Context: an optimization exercise on an open-source flow, tuned for small area, a short achievable clock period and few clock cycles. The choices shown serve that exercise and are no tape-out recipe. Function was checked by simulation only, so behaviour that the tests miss may differ from the original. Power is estimated from default activity; no workload was simulated.

== oak ==
## MFE
module MFE(clk, reset, ready, busy, iaddr, idata, data_rd, addr, data_wr, wen);
export LEC_CHECK = 0
export CAP_MARGIN = 20
export CORE_MARGIN = 2
export CORE_UTILIZATION = 40
export CTS_BUF_LIST = sky130_fd_sc_hd__clkbuf_4 sky130_fd_sc_hd__clkbuf_8
export SETUP_SLACK_MARGIN = 4.5
export SLEW_MARGIN = 20
create_clock -name core_clock -period 7.0 [get_ports {clk}]
standard.sh (not shown) runs the stock make flow with config.mk's settings and CLKGATE_MAP_FILE= SYNTH_SCRIPT=/design/flow/synth_recipe.tcl, a recipe that flattens the netlist after the stock synthesis.
==> flow/flow/run.sh <==
#!/bin/bash
# The standard layout (the standard.sh, all ORFS steps), with three changes:
#  - Yosys's ABC maps with flow/abc_speed.script (the classic delay-targeted
#    mapper) in place of ORFS's abc_speed.script; ORFS's scripts are otherwise
#    used unchanged, from a copy in this folder;
#  - the ports get plain buf_2 buffers instead of the default delay-cell choice;
#  - clock tree synthesis uses no dummy loads.
set -euo pipefail
here=$(pwd)
rm -rf "$here/orfs_scripts"
cp -r "$FLOW_HOME/scripts" "$here/orfs_scripts"
cp "$here/flow/abc_speed.script" "$here/orfs_scripts/abc_speed.script"
bash standard.sh \
  SCRIPTS_DIR="$here/orfs_scripts" \
  BUFFER_PORTS_ARGS="-buffer_cell sky130_fd_sc_hd__buf_2" \
  CTS_ARGS="-sink_clustering_enable -repair_clock_nets -dont_use_dummy_load -buf_list {sky130_fd_sc_hd__clkbuf_4 sky130_fd_sc_hd__clkbuf_8}" \
  finish > standard.log 2>&1
==> flow/flow/abc_speed.script <==
strash
dch
map -D 1000
topo
buffer -c
upsize -c -D 1000
dnsize -c -D 1000
oak: PASS, flow complete, no timing, DRC or antenna violations
Testbench counts of oak, summed over its fixed seeds: cycles 393,296.
Inputs modified between oak and pine:
- ABC_AREA: unset -> 1
==> flow/run.sh (new file) <==
#!/bin/bash
# synth_recipe.tcl (not shown) runs the flow's synth.tcl, then flattens the netlist and writes it again
# the make line also repeats each setting of config.mk as NAME=value (left out here)
make -C /OpenROAD-flow-scripts/flow DESIGN_CONFIG=/design/flow/config.mk WORK_HOME=/design/flow/orfs CLKGATE_MAP_FILE= SYNTH_SCRIPT=/design/flow/synth_recipe.tcl finish
removed: flow/flow/run.sh
removed: flow/flow/abc_speed.script
removed: flow/standard.sh
Results
Per the final summary, pine finished and its layout is clean on timing, DRC and antenna.
From pine to oak, first-pass iteration count of the detailed router did not move at all.
Relative to oak, minimum clock period after layout has gone up in pine.
Share of synthesized cell area in full adder, half adder and majority cells was lower in the run labelled pine.
Diff oak -> pine: cell row count went up about 6%, number of diodes went up 1, largest fanout of any net on the critical path went down 4.
Modified inputs, birch compared to pine
- removing ABC_AREA (formerly 1)
==> flow/flow/run.sh (new file) <==
#!/bin/bash
# The standard layout (the standard.sh, all ORFS steps), with three changes:
#  - Yosys's ABC maps with flow/abc_speed.script (the classic delay-targeted
#    mapper) in place of ORFS's abc_speed.script; ORFS's scripts are otherwise
#    used unchanged, from a copy in this folder;
#  - the ports get plain buf_2 buffers instead of the default delay-cell choice;
#  - clock tree synthesis uses no dummy loads.
set -euo pipefail
here=$(pwd)
rm -rf "$here/orfs_scripts"
cp -r "$FLOW_HOME/scripts" "$here/orfs_scripts"
cp "$here/flow/abc_speed.script" "$here/orfs_scripts/abc_speed.script"
bash standard.sh \
  SCRIPTS_DIR="$here/orfs_scripts" \
  BUFFER_PORTS_ARGS="-buffer_cell sky130_fd_sc_hd__buf_2" \
  CTS_ARGS="-sink_clustering_enable -repair_clock_nets -dont_use_dummy_load -buf_list {sky130_fd_sc_hd__clkbuf_4 sky130_fd_sc_hd__clkbuf_8}" \
  finish > standard.log 2>&1
==> flow/flow/abc_speed.script (new file) <==
strash
dch
map -D 1600
topo
buffer -c
upsize -c -D 1600
dnsize -c -D 1600
==> flow/standard.sh (new file) <==
#!/bin/bash
# synth_recipe.tcl (not shown) runs the flow's synth.tcl, then flattens the netlist and writes it again
# the make line also repeats each setting of config.mk as NAME=value (left out here)
make -C /OpenROAD-flow-scripts/flow DESIGN_CONFIG=/design/flow/config.mk WORK_HOME=/design/flow/orfs CLKGATE_MAP_FILE= SYNTH_SCRIPT=/design/flow/synth_recipe.tcl "${@:-finish}"
removed: flow/run.sh
[summary]
Via count (birch / pine): 0.840. birch vs pine: starting density of the core up. Going from pine to birch, power consumption saw a decrease, number of antenna violations at the first check in global routing went down 1, count of clock-buffer cells in the layout fell by 2, routed wire length shrank by 16%, synthesized cell count now smaller. Going from pine to birch, the number of placement rows was found to have gone down by 3. A largest family of logic cells by synthesized area of compound AO/OA/AOI/OAI gates is what birch shows, while simple AND/OR/NAND/NOR gates belongs to pine. Half-perimeter wire length after detailed placement came out lower on birch than on pine. Looking only at wire length of the first global-routing pass, and setting everything else aside, the higher value of birch and pine goes to pine. Global routing met1 resource utilization in birch vs pine: down 2.1 points.
Input-level comparison between maple and birch:
==> flow/flow/run.sh <==
#!/bin/bash
# The standard layout (the standard.sh, all ORFS steps), with two changes:
#  - the ports get plain buf_2 buffers instead of the default delay-cell choice;
#  - clock tree synthesis uses no dummy loads.
set -euo pipefail
bash standard.sh \
  BUFFER_PORTS_ARGS="-buffer_cell sky130_fd_sc_hd__buf_2" \
  CTS_ARGS="-sink_clustering_enable -repair_clock_nets -dont_use_dummy_load -buf_list {sky130_fd_sc_hd__clkbuf_4 sky130_fd_sc_hd__clkbuf_8}" \
  finish > standard.log 2>&1
removed: flow/flow/abc_speed.script
### Flow results
- Compared with birch, maple shows met1 capacity usage during global routing lower by 0.70 points.
- On wire length of the first global-routing pass, maple does better than birch.
- In the reports for maple and birch, the larger register-to-register slack belongs to birch.
- On maple: number of standard-cell rows in the floorplan is 2.1% lower than what birch gave.

========
== job 101 ==
The RTL this note starts from:
==> flow/design.v <==
module MFE(clk, reset, ready, busy, iaddr, idata, data_rd, addr, data_wr, wen);
input              clk, reset;
input              ready;
output reg         busy;
output reg  [13:0] iaddr;
input       [ 7:0] idata;
input       [ 7:0] data_rd;
output reg  [13:0] addr;
output reg  [ 7:0] data_wr;
output reg         wen;
function gt8;
    input [7:0] a, b;
    reg [7:0] g1, e1;
    reg [3:0] g2, e2;
    reg [1:0] g3, e3;
    integer i;
    begin
        g1 = a & ~b;
        e1 = a | ~b;
        for (i = 0; i < 4; i = i + 1) begin
            g2[i] = g1[2*i+1] | (e1[2*i+1] & g1[2*i]);
            e2[i] = g1[2*i+1] | (e1[2*i+1] & e1[2*i]);
        end
        for (i = 0; i < 2; i = i + 1) begin
            g3[i] = g2[2*i+1] | (e2[2*i+1] & g2[2*i]);
            e3[i] = g2[2*i+1] | (e2[2*i+1] & e2[2*i]);
        end
        gt8 = g3[1] | (e3[1] & g3[0]);
    end
endfunction
reg        p_first, p_second, p_third;
reg  [1:0] pcnt;        
reg        zcol;        
reg        znew;        
wire [6:0] rrow = iaddr[13:7];
wire [6:0] rcol = iaddr[6:0];
wire       pix_ok = !((p_third && rrow == 7'd127) || (p_second && rrow == 7'd0));
reg  [7:0] r0;
reg  [7:0] q0, q1, q2;                 
wire       ce0 = gt8(q0, r0) | p_first;
wire       ce1 = gt8(q1, r0) | !p_third;
always @(posedge clk) begin
    r0 <= pix_ok ? idata : 8'd0;
    q0 <= ce0 ? r0 : q0;
    q1 <= ce0 ? q0 : (ce1 ? r0 : q1);
    q2 <= ce1 ? q1 : r0;
end
reg  [23:0] P, Q;
always @(posedge clk) begin
    Q <= P;
    P <= p_first ? {q2, q1, q0} : Q;
end
wire [7:0] ql = Q[ 7: 0];
wire [7:0] qm = Q[15: 8];
wire [7:0] qh = Q[23:16];
wire [7:0] vl = zcol ? 8'd0 : ql;
wire [7:0] vh = zcol ? 8'd0 : qh;
reg  [7:0] L, H, M;
wire gtL = gt8(ql, L) & ~zcol;
wire ltH = gt8(H, qh) | zcol;
wire [7:0] ma = qm, mb = P[15:8], mc = q1;
wire m_ab = gt8(ma, mb) & ~zcol;
wire m_ac = (gt8(ma, mc) | znew) & ~zcol;
wire m_bc = gt8(mb, mc) | znew;
wire [7:0] m_med = m_ab ? (m_bc ? mb : (m_ac ? mc : ma)) : (m_ac ? ma : (m_bc ? mc : mb));
always @(posedge clk) begin
    if (p_first | gtL) L <= vl;
    if (p_first | ltH) H <= vh;
    if (p_first) M <= m_med;
end
wire f_ab = gt8(L, M), f_ac = gt8(L, H), f_bc = gt8(M, H);
wire [7:0] f_med = f_ab ? (f_bc ? M : (f_ac ? H : L)) : (f_ac ? L : (f_bc ? H : M));
always @(posedge clk) begin
    data_wr <= f_med;
end
always @(posedge clk or posedge reset) begin
    if (reset) begin
        busy     <= 1'b0;
        wen      <= 1'b0;
        p_first  <= 1'b0;
        p_second <= 1'b0;
        p_third  <= 1'b1;
        pcnt     <= 2'd0;
    end else begin
        wen <= busy && p_first && pcnt == 2'd3;
        if (!busy) begin
            pcnt <= 2'd0;
            if (ready) begin
                busy     <= 1'b1;
                p_first  <= 1'b1;
                p_third  <= 1'b0;
            end
        end else begin
            p_first  <= p_third;
            p_second <= p_first;
            p_third  <= p_second;
            if (p_first && pcnt != 2'd3) pcnt <= pcnt + 2'd1;
            if (wen && addr == 14'd16383) begin
                busy     <= 1'b0;
                p_first  <= 1'b0;
                p_second <= 1'b0;
                p_third  <= 1'b1;
            end
        end
    end
end
always @(posedge clk) begin
    zcol <= (p_second && rcol == 7'd1) || (p_third && rcol == 7'd2);
    znew <= rcol == 7'd1;
    if (!busy && !ready) iaddr <= 14'd16256;
    else                 iaddr <= iaddr + (p_second ? 14'd16129 : 14'd128);
    addr <= iaddr - 14'd3;
end
endmodule
Settings: LEC_CHECK=0, CAP_MARGIN=20, CORE_MARGIN=2, CORE_UTILIZATION=40, CTS_BUF_LIST=sky130_fd_sc_hd__clkbuf_4 sky130_fd_sc_hd__clkbuf_8, SETUP_SLACK_MARGIN=4.5, SLEW_MARGIN=20; clock period 7.0 ns.
==> flow/flow/run.sh <==
#!/bin/bash
# The standard layout, with plain buffers (buf_2) on the ports instead of the
# default delay-cell choice.
set -euo pipefail
bash standard.sh BUFFER_PORTS_ARGS="-buffer_cell sky130_fd_sc_hd__buf_2" finish > standard.log 2>&1
Testbench counts of job 101, summed over its fixed seeds: cycles 393,296.
Here is what was changed in the inputs of job 102 compared with job 101.
==> flow/flow/run.sh <==
#!/bin/bash
# The standard layout (the standard.sh, all ORFS steps), with three changes:
#  - Yosys's ABC maps with flow/abc_speed.script (the classic delay-targeted
#    mapper) in place of ORFS's abc_speed.script; ORFS's scripts are otherwise
#    used unchanged, from a copy in this folder;
#  - the ports get plain buf_2 buffers instead of the default delay-cell choice;
#  - clock tree synthesis uses no dummy loads.
set -euo pipefail
here=$(pwd)
rm -rf "$here/orfs_scripts"
cp -r "$FLOW_HOME/scripts" "$here/orfs_scripts"
cp "$here/flow/abc_speed.script" "$here/orfs_scripts/abc_speed.script"
bash standard.sh \
  SCRIPTS_DIR="$here/orfs_scripts" \
  BUFFER_PORTS_ARGS="-buffer_cell sky130_fd_sc_hd__buf_2" \
  CTS_ARGS="-sink_clustering_enable -repair_clock_nets -dont_use_dummy_load -buf_list {sky130_fd_sc_hd__clkbuf_4 sky130_fd_sc_hd__clkbuf_8}" \
  finish > standard.log 2>&1
==> flow/flow/abc_speed.script (new file) <==
strash
dch
map -D 1300
topo
buffer -c
upsize -c -D 1300
dnsize -c -D 1300
Results
| worst relative slew slack | job 102 vs job 101 | 1.4 points higher |
In the reports for job 101 and job 102, the smaller netlist area before placement belongs to job 101.
Number of buffers inserted to repair setup after CTS: job 101 and job 102 compared, higher one is job 101
Job 101 has higher total number of cells along the worst setup path than job 102.
In job 102, the fraction of standard cell area in multi-input logic came out 2.8 points below the value in job 101.
Lower sequential share of the synthesized area goes to job 102 over job 101.
Taking job 101 as the reference, in job 102 clock period minus final worst setup slack lower; critical path required time has decreased; power shrank by about 11%; cell count after synthesis now sits higher.
Input changes introduced in job 103 (baseline for comparison: job 102):
==> flow/run.sh (new file) <==
#!/bin/bash
# synth_recipe.tcl (not shown) runs the flow's synth.tcl, then flattens the netlist and writes it again
# the make line also repeats each setting of config.mk as NAME=value (left out here)
make -C /OpenROAD-flow-scripts/flow DESIGN_CONFIG=/design/flow/config.mk WORK_HOME=/design/flow/orfs CLKGATE_MAP_FILE= SYNTH_SCRIPT=/design/flow/synth_recipe.tcl finish
removed: flow/flow/run.sh
removed: flow/flow/abc_speed.script
removed: flow/standard.sh
==> comparison <==
- Job 102 finished every step from synthesis to the final layout, and the layout passed the timing, design-rule and antenna checks.
- Job 103: done, clean on timing, DRC and antenna
- Relative area change from synthesis to final layout, job 102 and job 103, higher one = job 103.
- Job 103 reports its launch point of the worst path as H[0] while job 102 reports iaddr[12].
- Summary of the comparison: core utilization is higher in job 103, relative to job 102.
- Re maximum frequency: job 103 is about 27% down on job 102.
Here is what was changed in the inputs of job 104 compared with job 103.
==> flow/flow/run.sh (new file) <==
#!/bin/bash
# The standard layout (the standard.sh, all ORFS steps), with three changes:
#  - Yosys's ABC maps with flow/abc_speed.script (the classic delay-targeted
#    mapper) in place of ORFS's abc_speed.script; ORFS's scripts are otherwise
#    used unchanged, from a copy in this folder;
#  - the ports get plain buf_2 buffers instead of the default delay-cell choice;
#  - clock tree synthesis uses no dummy loads.
set -euo pipefail
here=$(pwd)
rm -rf "$here/orfs_scripts"
cp -r "$FLOW_HOME/scripts" "$here/orfs_scripts"
cp "$here/flow/abc_speed.script" "$here/orfs_scripts/abc_speed.script"
bash standard.sh \
  SCRIPTS_DIR="$here/orfs_scripts" \
  BUFFER_PORTS_ARGS="-buffer_cell sky130_fd_sc_hd__buf_2" \
  CTS_ARGS="-sink_clustering_enable -repair_clock_nets -dont_use_dummy_load -buf_list {sky130_fd_sc_hd__clkbuf_4 sky130_fd_sc_hd__clkbuf_8}" \
  finish > standard.log 2>&1
==> flow/flow/abc_speed.script (new file) <==
strash
dch
map -D 1300
topo
buffer -c
upsize -c -D 1300
dnsize -c -D 1300
==> flow/standard.sh (new file) <==
#!/bin/bash
# synth_recipe.tcl (not shown) runs the flow's synth.tcl, then flattens the netlist and writes it again
# the make line also repeats each setting of config.mk as NAME=value (left out here)
make -C /OpenROAD-flow-scripts/flow DESIGN_CONFIG=/design/flow/config.mk WORK_HOME=/design/flow/orfs CLKGATE_MAP_FILE= SYNTH_SCRIPT=/design/flow/synth_recipe.tcl "${@:-finish}"
--- a/flow/config.mk
+++ b/flow/config.mk
@@ -11,3 +11,3 @@
 export CTS_BUF_LIST = sky130_fd_sc_hd__clkbuf_4 sky130_fd_sc_hd__clkbuf_8
-export SETUP_SLACK_MARGIN = 4.5
+export SETUP_SLACK_MARGIN = 4.7
 export SLEW_MARGIN = 20
removed: flow/run.sh
Results
Job 104 gives less multi-input gate share of total cell area than job 103 did. Looking at data required time of the worst path, job 104 sits 1.60 ns lower than job 103 does. Synthesized area delta for job 104 relative to job 103: 2.0% higher. Job 104 vs. job 103: power share of the combinational group went up by 0.9 points. Comparing job 103 and job 104, the higher total power is on job 103. The run showing the greater final routed wirelength across all metal layers is job 104. Going from job 103 to job 104, fmax grew by more than a quarter.

what the ideal ports hide:
Ports are ideal in the flow. The routed layouts listed here were re-timed in OpenROAD. Step 1, drivers: a clkbuf_16 drives clk and a buf_2 each remaining input, both assumed. Step 2, shift: input delay + t, output delay - t, t = (earliest + latest rising clock arrival at the registers) / 2. This alone moves slack from input paths to output paths. a / b / c = ideal / step 1 / step 2; a / b = the first two.
| run | t (ns) | slack for setup (ns) | hold WS [ns] | worst setup path after step 2 | pins driven straight from the clock port |
|---|---|---|---|---|---|
| oak | 0.480 | 4.552 / 4.511 / 4.743 | 0.324 / 0.324 / 0.324 | input to register | 1 |
| pine | 0.478 | 4.495 / 4.459 / 4.206 | 0.328 / 0.328 / 0.328 | input to register | 1 |
| birch | 0.475 | 4.547 / 4.508 / 4.342 | 0.322 / 0.322 / 0.322 | input to register | 1 |
| maple | 0.464 | 3.673 / 3.673 / 3.673 | 0.318 / 0.318 / 0.318 | register to register | 1 |
| job 101 | 0.477 | 3.686 / 3.686 / 3.686 | 0.324 / 0.324 / 0.324 | register to register | 1 |
| job 102 | 0.478 | 4.563 / 4.526 / 4.597 | 0.322 / 0.322 / 0.322 | register to register | 1 |
| job 103 | 0.487 | 3.680 / 3.680 / 3.680 | 0.323 / 0.323 / 0.323 | register to register | 1 |
| job 104 | 0.480 | 4.580 / 4.543 / 4.652 | 0.323 / 0.323 / 0.323 | register to register | 1 |
After both steps every run listed still meets setup and hold. The setup slack of pine, which loses most, moves by -0.036 ns with the drivers and by -0.289 ns with both steps.
